This is an optimization exercise on Yosys and OpenROAD, whose aim is small area, not a production implementation.
In this exercise RTL edits were held to simulation tests only and were not proved equivalent to the original.
No driver is modelled on the clock port, so clocking that relies on it looks cheaper here than on a real chip.

## flow/design.v (module list and top-level ports; edited modules follow where they fit)
// module idct_swap: 32 lines
// module idct_mac1: 853 lines
// module idct_mac2: 885 lines
// module idct_mac4: 526 lines
// module IDCT_all: 179 lines
module IDCT_all(seq_in, mode, clk, reset, seq_out_4, seq_out_8);
  // ...
==> flow/flow/run.sh <==
#!/bin/bash
# Layout flow: the standard flow (standard.sh) with these changes.
#
#  1. Synthesis runs with SYNTH_OPERATIONS_ARGS=-noabc: Yosys's generic
#     "abc -fast" pass is skipped before full-adder extraction, so the
#     ripple-carry adders of the RTL map straight onto full-adder cells
#     instead of full adders wrapped in inverters.
#  2. The combinational logic of that netlist (all but registers, full/half
#     adders and tie cells) is mapped again by ABC with a shorter script
#     (flow/reopt.ys, flow/reopt.abc: an area-oriented amap), and checked equivalent to it
#     (flow/equiv.ys).
#     After each of steps 1 and 2 the registers are compared with the
#     standard synthesis (same instance names and cell types); if a step
#     fails or changes them, the flow goes back to the previous netlist.
#  3. Clock tree synthesis without dummy loads and with larger sink clusters
#     driven by clkbuf_8 leaf buffers (CTS_ARGS).
#  4. Every input and output port still gets its own buffer, but a buf_1
#     instead of the default clkdlybuf4s50_1 (BUFFER_PORTS_ARGS).
#
# Everything else (floorplan, power grid, placement, routing, finishing) is
# standard.sh unchanged. Each step's output goes to its own log file here.
set -uo pipefail

RES=orfs/results/${FLOW_PLATFORM}/IDCT_all/base
LOGS=orfs/logs/${FLOW_PLATFORM}/IDCT_all/base
YOSYS=$(command -v yosys || echo "$FLOW_HOME/../tools/install/yosys/bin/yosys")

flops() {
    grep -oE 'sky130_fd_sc_hd__[a-z0-9_]+ +[^ (]+ *\(' "$1" \
        | grep -E 'sky130_fd_sc_hd__(s?e?df|dl)' | sed 's/ *($//' | sort
}

same_flops() {   # $1: netlist; compared with the standard synthesis
    flops "$1" > flops_check.txt && [[ -s flops_standard.txt ]] \
        && cmp -s flops_standard.txt flops_check.txt
}

use_netlist() {  # $1: netlist to lay out; rebuilds 1_synth.odb from it
    rm -f "$RES/1_2_yosys.v" "$RES/1_synth.odb" "$RES/1_synth.sdc"
    cp "$1" "$RES/1_2_yosys.v"
    [[ -f "$RES/1_2_yosys.sdc" ]] || cp "$FLOW_SDC" "$RES/1_2_yosys.sdc"
    bash standard.sh synth > "synth_odb_$(basename "$1" .v).log" 2>&1
}

# 1. reference: the standard synthesis
bash standard.sh synth > synth_standard.log 2>&1 || exit 1
cp "$RES/1_2_yosys.v" synth_standard.v
cp "$LOGS/1_2_yosys.log" synth_standard_yosys.log 2>/dev/null
flops synth_standard.v > flops_standard.txt
chosen=synth_standard.v

# 1'. synthesis without the generic abc pass
rm -f "$RES/1_2_yosys.v" "$RES/1_2_yosys.sdc" "$RES/1_synth.odb" "$RES/1_synth.sdc"
if SYNTH_OPERATIONS_ARGS=-noabc bash standard.sh synth > synth_noabc.log 2>&1 \
    && [[ -s "$RES/1_2_yosys.v" ]] && same_flops "$RES/1_2_yosys.v"; then
    cp "$RES/1_2_yosys.v" synth_noabc.v
    chosen=synth_noabc.v
    echo "noabc synthesis: used" > synth_choice.txt
else
    echo "noabc synthesis: failed or registers differ, not used" > synth_choice.txt
fi

# 2. re-map the combinational logic
LIB=$(make -s -C "$FLOW_HOME" DESIGN_CONFIG="$PWD/config.mk" WORK_HOME="$PWD/orfs" print-LIB_FILES 2>/dev/null | sed 's/^LIB_FILES: *//' | awk '{print $1}')
DONTUSE=$(make -s -C "$FLOW_HOME" DESIGN_CONFIG="$PWD/config.mk" WORK_HOME="$PWD/orfs" print-DONT_USE_CELLS 2>/dev/null | sed 's/^DONT_USE_CELLS: *//' | awk '{for (i = 1; i <= NF; i++) printf "-dont_use %s ", $i}')
PERIOD_PS=$(awk -v p="$FLOW_PERIOD_NS" 'BEGIN {printf "%d", p * 1000}')
printf 'set_driving_cell sky130_fd_sc_hd__buf_1\nset_load 5\n' > reopt.constr
sed -e "s#@LIB@#$LIB#g" -e "s#@IN@#$chosen#" -e "s#@OUT@#reopt.v#" -e "s#@TOP@#$FLOW_TOP#" \
    -e "s#@DONTUSE@#$DONTUSE#" -e "s#@CONSTR@#-constr reopt.constr#" -e "s#@PERIOD_PS@#$PERIOD_PS#" \
    -e "s#@ABC@#flow/reopt.abc#" flow/reopt.ys > reopt.ys
sed -e "s#@LIB@#$LIB#g" -e "s#@GOLD@#$chosen#" -e "s#@GATE@#reopt.v#" -e "s#@TOP@#$FLOW_TOP#g" \
    flow/equiv.ys > equiv.ys
if [[ -n "$LIB" ]] && timeout 1800 "$YOSYS" -s reopt.ys > reopt_yosys.log 2>&1 \
    && [[ -s reopt.v ]] && same_flops reopt.v \
    && timeout 1800 "$YOSYS" -s equiv.ys > reopt_equiv.log 2>&1; then
    chosen=reopt.v
    echo "re-mapped netlist: used" >> synth_choice.txt
else
    echo "re-mapped netlist: failed, not equivalent or registers differ, not used" >> synth_choice.txt
fi
use_netlist "$chosen" || { use_netlist synth_standard.v || exit 1; }

# 3. the rest of the standard flow, with the clock tree and port buffer settings
BUFFER_PORTS_ARGS="-buffer_cell sky130_fd_sc_hd__buf_1" \
CTS_ARGS="-sink_clustering_enable -repair_clock_nets -dont_use_dummy_load -sink_clustering_size 18 -sink_clustering_max_diameter 60 -buf_list sky130_fd_sc_hd__clkbuf_8" \
    bash standard.sh finish > finish.log 2>&1 || exit 1

[[ -s out/final.def ]]
==> flow/flow/equiv.ys <==
# The re-mapped netlist must do what the synthesized one does, register for
# register (registers are black boxes with the same names in both).
read_liberty -ignore_miss_func @LIB@
read_verilog @GOLD@
rename @TOP@ gold
read_verilog @GATE@
rename @TOP@ gate
blackbox sky130_fd_sc_hd__*df* sky130_fd_sc_hd__*dl* sky130_fd_sc_hd__fa_* sky130_fd_sc_hd__ha_* sky130_fd_sc_hd__conb_*
flatten
equiv_make gold gate eq
hierarchy -top eq
equiv_simple
equiv_status -assert
==> flow/flow/reopt.abc <==
strash
dch
amap -F 3 -A 8
strash
dch
amap -F 3 -A 8
strash
dch
amap -F 3 -A 8
strash
dch
amap -F 3 -A 8
strash
dch
amap -F 3 -A 8
topo
stime -c
buffer -c
dnsize -c
==> flow/flow/reopt.ys <==
# Re-map the combinational logic of the synthesized netlist with a shorter
# ABC script. Registers, full/half adders and tie cells are kept as they are
# (black boxes); everything else is flattened into logic and mapped again.
read_liberty -ignore_miss_func @LIB@
read_verilog @IN@
hierarchy -top @TOP@
blackbox sky130_fd_sc_hd__*df* sky130_fd_sc_hd__*dl* sky130_fd_sc_hd__fa_* sky130_fd_sc_hd__ha_* sky130_fd_sc_hd__conb_*
flatten
opt_clean -purge
abc -liberty @LIB@ @DONTUSE@ @CONSTR@ -D @PERIOD_PS@ -script @ABC@
opt_clean -purge
setundef -zero
hilomap -singleton -hicell sky130_fd_sc_hd__conb_1 HI -locell sky130_fd_sc_hd__conb_1 LO
splitnets
opt_clean -purge
insbuf -buf sky130_fd_sc_hd__buf_4 A X
stat -liberty @LIB@
write_verilog -noattr -nohex -nodec @OUT@
==> flow/standard.sh <==
#!/bin/bash
# synth_recipe.tcl (not shown) runs the flow's synth.tcl, then flattens the netlist and writes it again
# the make line also repeats each setting of config.mk as NAME=value (left out here)
make -C /OpenROAD-flow-scripts/flow DESIGN_CONFIG=/design/flow/config.mk WORK_HOME=/design/flow/orfs CLKGATE_MAP_FILE= SYNTH_SCRIPT=/design/flow/synth_recipe.tcl "${@:-finish}"
==> flow/config.mk <==
export PLATFORM = sky130hd
export DESIGN_NAME = IDCT_all
export DESIGN_NICKNAME = IDCT_all
export VERILOG_FILES = /design/flow/design.v
export SDC_FILE = /design/flow/constraint.sdc
export NUM_CORES = 8
export LEC_CHECK = 0
export CAP_MARGIN = 20
export CORE_MARGIN = 2
export CORE_UTILIZATION = 60
export SLEW_MARGIN = 20
==> flow/constraint.sdc <==
create_clock -name core_clock -period 10.0 [get_ports {clk}]
set_input_delay 2.0000 -clock core_clock [delete_from_list [all_inputs] [get_ports {clk}]]
set_output_delay 2.0000 -clock core_clock [all_outputs]
set_load 0.01 [all_outputs]
==> flow_summary.json, run 1 <==
{
  "area_growth_pct": 5.902,
  "dr_total_vias": 44320,
  "multi_input_area_share_pct": 36.25,
  "grt_max_degree": 90,
  "max_flop_register": "sw8c.line",
  "grt.met2_usage_pct": 35.41,
  "reg2reg_slack_ps": 600,
  "wl_met1_mm": 73.14,
  "yosys_warnings": 17,
  "seq_cell_count": 2165,
  "drive_above_1_share_pct": 5.694,
  "wl_met2_mm": 64.91,
  "relSlewSlack_pct": 21.22,
  "fin_nets": 7167,
  "die_w_um": 359.3,
  "outcome": "finished clean",
  "drt_iter0_drc": 3441,
  "drt-total-wl_mm": 149.2,
  "fill_cells": 9905,
  "timing.final.crit_share_pct": 94.01,
  "nClkBuffers": 153,
  "highest_layer": "met4",
  "syn_avg_cell_area_um2": 11.96,
  "grt_pass1_vias": 44210,
  "required_ps": 10740,
  "reg.largest.list": "sw8c.line: 448 flops, z8b: 336 flops, sw8b.line: 224 flops",
  "r2r_cells": 24,
  "n_antenna_cell": 4,
  "cts_setup_buffers": 0,
  "layout_common_cells": "dfxtp_1 (2,161), fa_1 (669), o22ai_1 (544)",
  "hold_buffers": 0,
  "synth_area_um2": 75730,
  "setup_viol": 0,
  "drv_slew": 0,
  "htree_levels": 4,
  "r2r_end": "pass2.b1s[11]"
}
==> run 2: changes to the inputs <==
--- a/flow/flow/run.sh
+++ b/flow/flow/run.sh
@@ -81,7 +81,7 @@
 use_netlist "$chosen" || { use_netlist synth_standard.v || exit 1; }
 
 # 3. the rest of the standard flow, with the clock tree and port buffer settings
-BUFFER_PORTS_ARGS="-buffer_cell sky130_fd_sc_hd__buf_1" \
+DONT_USE_CELLS="sky130_fd_sc_hd__buf_4 sky130_fd_sc_hd__buf_6" BUFFER_PORTS_ARGS="-buffer_cell sky130_fd_sc_hd__buf_1" \
 CTS_ARGS="-sink_clustering_enable -repair_clock_nets -dont_use_dummy_load -sink_clustering_size 18 -sink_clustering_max_diameter 60 -buf_list sky130_fd_sc_hd__clkbuf_8" \
     bash standard.sh finish > finish.log 2>&1 || exit 1
 
==> flow_summary.json, run 2 <==
{
  "r2r_cells": 24,
  "path_cells": "fa_1, fa_1, fa_1, fa_1, fa_1, fa_1, fa_1, fa_1, fa_1, fa_1, fa_1, inv_1, a222oi_1, nand2_1, a222oi_1, o22ai_1, fa_1, fa_1, fa_1, fa_1, a21oi_1, a31oi_1, nor2_1, a21oi_1",
  "worst-path-stages": 24,
  "final-hold-violation-count": 0,
  "synth_area_um2": 75730,
  "antenna_found_initial": 2,
  "reg2reg_from": "pass2.m9_cr",
  "fin_nets": 7167,
  "fin_crit_ps": 9401,
  "crit_start": "pass2.m9_cr",
  "grt_pass1_vias": 44210,
  "route.detailed.drc": 0,
  "cts-resized-gates": 0,
  "fin_setup_tns_ps": 0,
  "drt-total-wl_mm": 149.2,
  "worstSetupPathType": "register to register",
  "reg.largest.list": "sw8c.line: 448 flops, z8b: 336 flops, sw8b.line: 224 flops",
  "cts_setup_buffers": 0,
  "cp_max_fo": 7,
  "hold_class": "register to register",
  "area_growth_pct": 5.902,
  "worst_pin_slew_ps": 1172,
  "path_common_cell": "fa_1",
  "rows": 130,
  "layout_common_cells": "dfxtp_1 (2,161), fa_1 (669), o22ai_1 (544)",
  "place.gp.congestion": 0.8972,
  "cts-root-buf": "clkbuf_8",
  "htree_levels": 4,
  "cp_slowest_cell": "fa_1",
  "die_area_um2": 129100,
  "start_kind": "register",
  "crit_end": "pass2.b1s[11]",
  "relSlewSlack_pct": 21.22,
  "start_util_pct": 60.38,
  "grt.total_usage_pct": 23.72,
  "cts_tree": "built",
  "fmax_ghz": 0.1064,
  "max_stage_delay_ps": 720,
  "cts_buffer_depth": 3,
  "avgRoutedWirePerCell_um": 18.50,
  "syn_avg_cell_area_um2": 11.96,
  "rsz0062_at_grt": "false",
  "dr_total_vias": 44320,
  "core-area_um2": 125400,
  "dr.pass1.iters": 6,
  "skew_ps": 82.26,
  "critPathBufInv": 1,
  "synth_nets": 7087,
  "yosys_warnings": 17,
  "utilization_pct": 63.95,
  "crit_arrival_ps": 10140,
  "hold_buffers": 0,
  "port_buffers": 68,
  "max_flop_register": "sw8c.line",
  "setup_viol": 0,
  "antenna_left": 0,
  "drive_above_1_share_pct": 5.694,
  "gr-total-overflow": 0,
  "grt_max_degree": 90,
  "synth_cells": 6332,
  "viasPerCell": 5.497,
  "required_ps": 10740,
  "grt_pass1_wl_mm": 243.5,
  "reg2reg_slack_ps": 600,
  "clock_latency_ps": 900,
  "cts_sinks": 2165,
  "cp-end-kind": "register",
  "path_delay_family": "adder cells",
  "die_h_um": 359.3,
  "ios": 78,
  "final_common_cell": "dfxtp_1",
  "die_w_um": 359.3,
  "timing.final.crit_share_pct": 94.01,
  "drv_slew": 0,
  "outcome": "finished clean",
  "largest_register_ffs": 448,
  "cts_inserted_buffers": 153,
  "clk_pin_slew_ps": 100,
  "hpwl_mm": 107.4,
  "drt_iter0_drc": 3441,
  "r2r_end": "pass2.b1s[11]",
  "cap_violations": 0
}
run 2: how the worst min path moves through the flow:
stage                            from           endpoint  slack (ps)  cells after the start
floorplan                        cd4a                cd4         310                      0
global placement      sw8a.line[5][8]    sw8a.line[6][8]         310                      0
detailed placement   sw8c.line[4][14]   sw8c.line[5][14]         310                      0
CTS                   sw8c.line[9][5]   sw8c.line[10][5]         280                      0
global route        sw8c.line[17][12]  sw8c.line[18][12]         280                      0
finish                sw8c.line[8][7]    sw8c.line[9][7]         280                      0
run 2: layout make-up:
type | count | area, um^2
clock buffers | 153 | 2106
repair buffers | 226 | 1461
well taps | 1650 | 2064
flip-flops and latches | 2165 | 43360
multi-input cells | 3300 | 29070
diodes | 4 | 10.01
fillers | 9905 | 45210
inverters | 566 | 2125
run 2: worst register-to-register path, stage by stage, from the launching register on:
cell	delay, ps
dfxtp_1	320
fa_1	470
fa_1	470
fa_1	720
fa_1	510
fa_1	430
fa_1	480
fa_1	480
fa_1	490
fa_1	470
fa_1	580
fa_1	530
inv_1	50
a222oi_1	370
nand2_1	150
a222oi_1	410
o22ai_1	160
fa_1	480
fa_1	480
fa_1	460
fa_1	450
a21oi_1	120
a31oi_1	70
nor2_1	120
a21oi_1	50
run 2: per-stage QoR:
step	hold slack, ps	setup WS [ps]	instance area [um^2]	std cells
2_1_floorplan	309.6	854.8	75730	6332
3_3_place_gp	309.6	507.7	78050	7906
3_5_place_dp	312.1	524.2	78050	7906
4_1_cts	275.4	555.3	80150	8059
5_1_grt	280.6	13.88	80190	8061
6_report	277.3	599.5	80200	8064
run 2: layer usage:
metal / routed length [um] / track usage (%)
met1: 73140 / 36.35
met2: 64910 / 35.41
met3: 8181 / 3.684
met4: 2990 / 5.982
met5: 0 / 0
==> run 3: changes to the inputs <==
--- a/flow/flow/run.sh
+++ b/flow/flow/run.sh
@@ -81,7 +81,7 @@
 use_netlist "$chosen" || { use_netlist synth_standard.v || exit 1; }
 
 # 3. the rest of the standard flow, with the clock tree and port buffer settings
-DONT_USE_CELLS="sky130_fd_sc_hd__buf_4 sky130_fd_sc_hd__buf_6" BUFFER_PORTS_ARGS="-buffer_cell sky130_fd_sc_hd__buf_1" \
+PRE_GLOBAL_PLACE_TCL="$PWD/flow/small_buffers.tcl" PRE_RESIZE_TCL="$PWD/flow/small_buffers.tcl" PRE_CTS_TCL="$PWD/flow/small_buffers.tcl" PRE_GLOBAL_ROUTE_TCL="$PWD/flow/small_buffers.tcl" BUFFER_PORTS_ARGS="-buffer_cell sky130_fd_sc_hd__buf_1" \
 CTS_ARGS="-sink_clustering_enable -repair_clock_nets -dont_use_dummy_load -sink_clustering_size 18 -sink_clustering_max_diameter 60 -buf_list sky130_fd_sc_hd__clkbuf_8" \
     bash standard.sh finish > finish.log 2>&1 || exit 1
 
==> flow/flow/small_buffers.tcl (new file) <==
# Repair buffering with the smallest buffers: buf_2, buf_4 and buf_6 are not used.
set_dont_use [get_lib_cells {sky130_fd_sc_hd__buf_2 sky130_fd_sc_hd__buf_4 sky130_fd_sc_hd__buf_6 sky130_fd_sc_hd__clkbuf_2 sky130_fd_sc_hd__clkbuf_4}]
==> flow_summary.json, run 3 <==
{
  "outcome": "finished clean",
  "avgRoutedWirePerCell_um": 18.74,
  "rsz0062_at_grt": "false",
  "grt_use_met3_pct": 3.624,
  "worst_pin_slew_ps": 1095,
  "rows": 130,
  "grt.met2_usage_pct": 35.42,
  "drive_above_1_share_pct": 3.887,
  "cp-end-kind": "register",
  "start_kind": "register",
  "synth_nets": 7087,
  "clk_pin_slew_ps": 100,
  "cap_violations": 0,
  "final-hold-violation-count": 0,
  "crit_arrival_ps": 10270,
  "cts_tree": "built",
  "grt.total_usage_pct": 23.99,
  "crit_end": "pass2.a1p[12]",
  "fin_hold_ws_ps": 276.6,
  "die_w_um": 359.3,
  "timing.final.crit_share_pct": 94.32,
  "place.gp.congestion": 0.9104,
  "required_ps": 10840,
  "fmax_ghz": 0.1060,
  "grt_pass1_wl_mm": 244.9,
  "r2r_end": "pass2.a1p[12]",
  "synth_cells": 6332,
  "yosys_warnings": 17,
  "busiest_layer": "met1",
  "hpwl_mm": 110.2,
  "largest_register_ffs": 448,
  "layout_common_cells": "dfxtp_1 (2,161), fa_1 (669), o22ai_1 (540)",
  "grt_pass1_vias": 44340,
  "drt-total-wl_mm": 151.5,
  "setup_viol": 0,
  "syn_avg_cell_area_um2": 11.96,
  "viasPerCell": 5.485,
  "ios": 78,
  "reg2reg_from": "s8p[3]",
  "hold_class": "register to register",
  "final_area_um2": 80790,
  "worstSetupPathType": "register to register",
  "fin_crit_ps": 9432,
  "crit_start": "s8p[3]",
  "skew_ps": 90.64,
  "synth_area_um2": 75730,
  "core-area_um2": 125400,
  "cts_inserted_buffers": 152,
  "hp-start": "sw8c.line[16][8]",
  "gr-total-overflow": 0,
  "die_area_um2": 129100,
  "dr.pass1.iters": 8,
  "fin_nets": 7188,
  "reg2reg_slack_ps": 570,
  "drt_iter0_drc": 3286,
  "die_h_um": 359.3,
  "clock_latency_ps": 910,
  "route.detailed.drc": 0,
  "final_common_cell": "dfxtp_1",
  "max_flop_register": "sw8c.line",
  "grt_use_met1_pct": 36.96,
  "start_util_pct": 60.38,
  "antenna_left": 0,
  "relSlewSlack_pct": 26.84,
  "dr_total_vias": 44340,
  "grt_max_degree": 89,
  "cp_max_fo": 12,
  "reg.largest.list": "sw8c.line: 448 flops, z8b: 336 flops, sw8b.line: 224 flops",
  "cts_sinks": 2165,
  "port_buffers": 68,
  "antenna_found_initial": 2,
  "hold_buffers": 0,
  "r2r_cells": 24,
  "area_growth_pct": 6.685,
  "dpl-instance-area_um2": 78590,
  "drv_slew": 0,
  "fin_setup_tns_ps": 0
}
## run 3: layout make-up
type	count	area, um^2
diodes	3	7.507
well taps	1650	2064
multi-input cells	3300	29110
flip-flops and latches	2165	43360
repair buffers	248	2019
inverters	566	2128
fillers	9895	44620
clock buffers	152	2092
## run 3: metrics by stage
| stage | util (%) | setup slack, ps | instances |
|---|---|---|---|
| finish | 64.42 | 567.7 | 8084 |
| detailed placement | 62.67 | 488.3 | 7925 |
| global route | 64.42 | 95.21 | 8083 |
| floorplan | - | 854.8 | 6332 |
| global placement | 62.66 | 601.6 | 7925 |
| CTS | 64.34 | 414.1 | 8077 |
## run 3: timing repair
action / 4_1_cts / 5_1_grt
buffers inserted: 0 / 3
setup endpoints to repair: 0 / 11
gates resized for setup: 0 / 6
endpoints found under the hold margin: 0 / 0
## run 3: layer usage
layer,routed length (um),vias to the layer above
li1,-,21330
met1,75040,21670
met2,65110,1112
met3,7875,241
met4,3456,0
met5,0,-
## run 3: how the worst min path moves through the flow
stage	end	slack, ps	depth (start not counted)
finish	sw8c.line[17][8]	280	0
global route	sw8c.line[17][8]	280	0
CTS	sw8c.line[17][8]	280	0
detailed placement	sw8b.line[11][1]	310	0
global placement	sw8c.line[5][6]	310	0
floorplan	cd4	310	0
## run 3: critical path: stages, from the launching register on
cell and delay [ps]:
dfxtp_1 450, nand3_2 240, clkinv_1 210, o22ai_1 150, o22ai_1 350, o22ai_1 220
ha_1 250, fa_1 420, fa_1 440, fa_1 600, fa_1 440, fa_1 470
fa_1 720, fa_1 530, fa_1 560, o22ai_1 90, o21ai_0 250, o221ai_1 270
inv_1 160, o22ai_1 140, fa_1 470, fa_1 470, fa_1 460, fa_1 460
fa_1 530
==> run 4: changes to the inputs <==
==> flow/flow/small_buffers.tcl (replaced) <==
# Repair buffering with buf_1/buf_2/buf_8 and up: buf_4 and buf_6 are not used.
set_dont_use [get_lib_cells {sky130_fd_sc_hd__buf_4 sky130_fd_sc_hd__buf_6}]
==> flow_summary.json, run 4 <==
{
  "register_area_um2": 43360,
  "final_common_cell": "dfxtp_1",
  "route.detailed.drc": 0,
  "multi_input_area_um2": 29070,
  "instances_no_fill": 8079,
  "die_area_um2": 129100,
  "place_ws_ps": 523.1,
  "cap_violations": 0,
  "fmax_ghz": 0.1063,
  "r2r_end": "pass2.b1p[11]",
  "grt.total_usage_pct": 23.55,
  "synth_cells": 6332,
  "core-area_um2": 125400,
  "grt_max_degree": 80,
  "port_buffers": 68,
  "cp-end-kind": "register",
  "drt-total-wl_mm": 149.5,
  "rows": 130,
  "dp.cells": 7919,
  "reg2reg_slack_ps": 600,
  "start_util_pct": 60.38,
  "drt_iter0_drc": 3327,
  "gr-total-overflow": 0,
  "fill_cells": 9984,
  "cts-resized-gates": 0,
  "cts_inserted_buffers": 153,
  "crit_end": "pass2.b1p[11]",
  "reg2reg_from": "pass2.m9_cr",
  "fin_setup_tns_ps": 0,
  "area_growth_pct": 5.459,
  "worstSetupPathType": "register to register",
  "timing.final.crit_share_pct": 94.04,
  "reg.largest.list": "sw8c.line: 448 flops, z8b: 336 flops, sw8b.line: 224 flops",
  "cts_tree": "built",
  "crit_arrival_ps": 10190,
  "skew_ps": 96.32,
  "rsz0062_at_grt": "false",
  "setup_slack_ps": 595.6,
  "clock_latency_ps": 910,
  "utilization_pct": 63.68,
  "yosys_warnings": 17,
  "final-hold-violation-count": 0,
  "ios": 78,
  "largest_register_ffs": 448,
  "drive_above_1_share_pct": 5.886,
  "required_ps": 10790,
  "die_h_um": 359.3,
  "fin_nets": 7179,
  "syn_avg_cell_area_um2": 11.96,
  "antenna_found_initial": 3,
  "grt_pass1_wl_mm": 241.3,
  "layout_common_cells": "dfxtp_1 (2,161), fa_1 (669), o22ai_1 (542)",
  "avgRoutedWirePerCell_um": 18.50,
  "viasPerCell": 5.473,
  "clk_pin_slew_ps": 100,
  "antenna_left": 0,
  "die_w_um": 359.3,
  "place.gp.congestion": 0.9015,
  "hold_buffers": 0,
  "setup_viol": 0,
  "start_kind": "register",
  "dr_total_vias": 44220,
  "relSlewSlack_pct": 28.62,
  "max_flop_register": "sw8c.line",
  "outcome": "finished clean",
  "r2r_cells": 25,
  "fin_crit_ps": 9404,
  "crit_start": "pass2.m9_cr",
  "dr.pass1.iters": 6,
  "synth_area_um2": 75730,
  "cts_sinks": 2165,
  "cts_setup_buffers": 0,
  "hold_class": "register to register",
  "hpwl_mm": 108.8,
  "grt_pass1_vias": 44190,
  "cp_max_fo": 7,
  "worst_pin_slew_ps": 1062,
  "drv_slew": 0,
  "synth_nets": 7087
}
run 4: how the worst min path moves through the flow:
stage / from / end / slack [ps] / depth (start not counted)
finish: sw8c.line[17][11] / sw8c.line[18][11] / 270 / 0
floorplan: cd4a / cd4 / 310 / 0
global route: sw8c.line[17][12] / sw8c.line[18][12] / 260 / 0
detailed placement: sw8c.line[21][15] / sw8c.line[22][15] / 310 / 0
CTS: sw8c.line[17][11] / sw8c.line[18][11] / 270 / 0
global placement: sw8c.line[15][8] / sw8c.line[16][8] / 310 / 0
run 4: worst max-delay path, cell delays in order, from the launching register on:
cell      delay (ps)
dfxtp_1          340
fa_1             470
fa_1             480
fa_1             720
fa_1             500
fa_1             430
fa_1             480
fa_1             480
fa_1             480
fa_1             470
fa_1             580
fa_1             530
inv_1             60
a222oi_1         390
nand2_1          150
a222oi_1         370
inv_1            100
buf_2            160
fa_1             410
fa_1             470
fa_1             480
fa_1             450
nor2_1           110
a21oi_1           60
nor2_1            90
a21oi_1           50
run 4: cell type report:
class | instances | share of cell area (%)
multi-input combinational | 3300 | 36.41
sequential | 2165 | 54.30
clock buffer | 153 | 2.637
tap | 1650 | 2.585
timing repair buffer | 238 | 1.394
inverter | 566 | 2.660
antenna | 7 | 0.02193
run 4: per-stage QoR:
step / hold slack, ps / cell area [um^2]
floorplan: 309.6 / 75730
global placement: 309.6 / 77720
detailed placement: 312.1 / 77720
CTS: 273.5 / 79820
global route: 263.0 / 79850
finish: 272.6 / 79860
run 4: metal layers:
layer,GRT usage [%],routed length (um),part of all wire [%]
met5,0,0,0
met1,36.15,73750,49
met4,6.205,3141,2.1
met3,3.699,8250,5.5
met2,34.96,64340,43
==> run 5: changes to the inputs <==
--- a/flow/flow/run.sh
+++ b/flow/flow/run.sh
@@ -7,7 +7,8 @@
 #     instead of full adders wrapped in inverters.
 #  2. The combinational logic of that netlist (all but registers, full/half
 #     adders and tie cells) is mapped again by ABC with a shorter script
-#     (flow/reopt.ys, flow/reopt.abc: an area-oriented amap), and checked equivalent to it
+#     (flow/reopt.ys, flow/reopt.abc: area-oriented amap passes, then
+#     buffering and down-sizing for timing), and checked equivalent to it
 #     (flow/equiv.ys).
 #     After each of steps 1 and 2 the registers are compared with the
 #     standard synthesis (same instance names and cell types); if a step
@@ -16,6 +17,10 @@
 #     driven by clkbuf_8 leaf buffers (CTS_ARGS).
 #  4. Every input and output port still gets its own buffer, but a buf_1
 #     instead of the default clkdlybuf4s50_1 (BUFFER_PORTS_ARGS).
+#  5. The placement, resizing, clock tree and global routing steps repair
+#     slew, capacitance and timing without buf_4 and buf_6, so they buffer
+#     with the smaller buf_2 (flow/small_buffers.tcl, through the PRE_*_TCL
+#     hooks of those steps).
 #
 # Everything else (floorplan, power grid, placement, routing, finishing) is
 # standard.sh unchanged. Each step's output goes to its own log file here.
@@ -80,7 +85,8 @@
 fi
 use_netlist "$chosen" || { use_netlist synth_standard.v || exit 1; }
 
-# 3. the rest of the standard flow, with the clock tree and port buffer settings
+# 3. the rest of the standard flow, with the clock tree, port buffer and
+#    repair buffer settings
 PRE_GLOBAL_PLACE_TCL="$PWD/flow/small_buffers.tcl" PRE_RESIZE_TCL="$PWD/flow/small_buffers.tcl" PRE_CTS_TCL="$PWD/flow/small_buffers.tcl" PRE_GLOBAL_ROUTE_TCL="$PWD/flow/small_buffers.tcl" BUFFER_PORTS_ARGS="-buffer_cell sky130_fd_sc_hd__buf_1" \
 CTS_ARGS="-sink_clustering_enable -repair_clock_nets -dont_use_dummy_load -sink_clustering_size 18 -sink_clustering_max_diameter 60 -buf_list sky130_fd_sc_hd__clkbuf_8" \
     bash standard.sh finish > finish.log 2>&1 || exit 1
==> flow_summary.json, run 5 <==
{
  "dr_total_vias": 44220,
  "cp_max_fo": 7,
  "skew_ps": 96.32,
  "r2r_cells": 25,
  "drv_slew": 0,
  "instances_no_fill": 8079,
  "syn_avg_cell_area_um2": 11.96,
  "hp-start": "sw8c.line[17][11]",
  "min_to": "sw8c.line[18][11]",
  "start_kind": "register",
  "reg2reg_from": "pass2.m9_cr",
  "hold_depth": 0,
  "ios": 78,
  "fin_crit_ps": 9404,
  "die_area_um2": 129100,
  "cts-resized-gates": 0,
  "fin_setup_tns_ps": 0,
  "cts_tree": "built",
  "timing.final.crit_share_pct": 94.04,
  "antenna_left": 0,
  "start_util_pct": 60.38,
  "reg2reg_slack_ps": 600,
  "drt_iter0_drc": 3327,
  "crit_arrival_ps": 10190,
  "cp-end-kind": "register",
  "setup_slack_ps": 595.6,
  "place.gp.congestion": 0.9015,
  "port_buffers": 68,
  "area_growth_pct": 5.459,
  "cap_violations": 0,
  "grt_max_degree": 80,
  "hpwl_mm": 108.8,
  "place_ws_ps": 523.1,
  "clk_pin_slew_ps": 100,
  "route.detailed.drc": 0,
  "required_ps": 10790,
  "layout_common_cells": "dfxtp_1 (2,161), fa_1 (669), o22ai_1 (542)",
  "cts_setup_buffers": 0,
  "fmax_ghz": 0.1063,
  "hold_buffers": 0,
  "avgRoutedWirePerCell_um": 18.50,
  "r2r_end": "pass2.b1p[11]",
  "relSlewSlack_pct": 28.62,
  "worst_pin_slew_ps": 1062,
  "fin_nets": 7179,
  "synth_nets": 7087,
  "clock_latency_ps": 910,
  "max_flop_register": "sw8c.line",
  "synth_area_um2": 75730,
  "die_w_um": 359.3,
  "largest_register_ffs": 448,
  "grt.total_usage_pct": 23.55,
  "viasPerCell": 5.473,
  "dp.cells": 7919,
  "drive_above_1_share_pct": 5.886,
  "yosys_warnings": 17,
  "hold_class": "register to register",
  "drt-total-wl_mm": 149.5,
  "dr.pass1.iters": 6,
  "synth_cells": 6332,
  "die_h_um": 359.3,
  "final-hold-violation-count": 0,
  "outcome": "finished clean",
  "worstSetupPathType": "register to register",
  "antenna_found_initial": 3,
  "gr-total-overflow": 0,
  "grt_pass1_wl_mm": 241.3,
  "reg.largest.list": "sw8c.line: 448 flops, z8b: 336 flops, sw8b.line: 224 flops",
  "core-area_um2": 125400,
  "final_common_cell": "dfxtp_1",
  "cts_inserted_buffers": 153,
  "rsz0062_at_grt": "false",
  "setup_viol": 0,
  "grt_pass1_vias": 44190,
  "cts_sinks": 2165,
  "rows": 130
}
==> run 5: through the flow <==
step                      utilization [%]  cell area (um^2)  hold WS (ps)
after floorplan                         -             75730         309.6
after global placement              61.97             77720         309.6
after detailed placement            61.97             77720         312.1
after CTS                           63.65             79820         273.5
after global routing                63.67             79850         263.0
final                               63.68             79860         272.6
==> run 5: final cells by class <==
cell class,instances,area (um^2)
Antenna cell,7,17.52
Tap cell,1650,2064
Fill cell,9984,45550
Sequential cell,2165,43360
Multi-Input combinational cell,3300,29070
Clock buffer,153,2106
Inverter,566,2125
Timing Repair Buffer,238,1114
==> run 5: metal layers <==
metal	GRT usage, %	routed length, um	vias up
li1	-	-	21290
met2	34.96	64340	1132
met5	0	0	-
met3	3.699	8250	225
met1	36.15	73750	21570
met4	6.205	3141	0
==> run 5: worst max path at each step <==
stage                 start            end  slack, ps  cells after the start
6_report        pass2.m9_cr  pass2.b1p[11]        600                     25
5_1_grt              s8p[3]  pass2.a1p[12]         10                     24
4_1_cts              s8p[0]  pass2.a1p[12]        470                     25
3_5_place_dp         s8p[0]  pass2.a1p[12]        520                     25
3_3_place_gp    pass2.m9_cr  pass2.b1s[11]        580                     24
2_1_floorplan  pass2.xd[13]  pass2.b1s[11]        850                     25
==> run 5: critical path: stages (launching register included) <==
cell and delay [ps]:
dfxtp_1 340, fa_1 470, fa_1 480, fa_1 720
fa_1 500, fa_1 430, fa_1 480, fa_1 480
fa_1 480, fa_1 470, fa_1 580, fa_1 530
inv_1 60, a222oi_1 390, nand2_1 150, a222oi_1 370
inv_1 100, buf_2 160, fa_1 410, fa_1 470
fa_1 480, fa_1 450, nor2_1 110, a21oi_1 60
nor2_1 90, a21oi_1 50

[static timing again, ports no longer ideal]
The results above use ideal ports. As a check the final layouts listed here were re-extracted and re-timed, cells and wires unchanged. Step 1 (the two cells are an assumption about what drives the block):
set clk [get_ports {clk}]
set_driving_cell -lib_cell sky130_fd_sc_hd__clkbuf_16 $clk
set_driving_cell -lib_cell sky130_fd_sc_hd__buf_2 [delete_from_list [all_inputs] $clk]
Step 2 times the ports against the registers' clock, not the clock port: input delays grow and output delays shrink by t, the midpoint of the rising clock arrivals with the driver on. a / b / c = no drivers / after step 1 / after step 2; a / b = the first two.
run | t (ns) | setup slack, ns | clock arrival spread, ns | pins driven straight from the clock port
run 1 | 0.914 | 0.599 / 0.599 / 0.599 | 0.114 / 0.113 | 1
run 2 | 0.914 | 0.599 / 0.599 / 0.599 | 0.114 / 0.113 | 1
run 3 | 0.942 | 0.568 / 0.568 / 0.568 | 0.094 / 0.094 | 1
run 4 | 0.926 | 0.596 / 0.596 / 0.596 | 0.112 / 0.113 | 1
run 5 | 0.926 | 0.596 / 0.596 / 0.596 | 0.112 / 0.113 | 1
After both steps setup and hold are still met in every run listed.
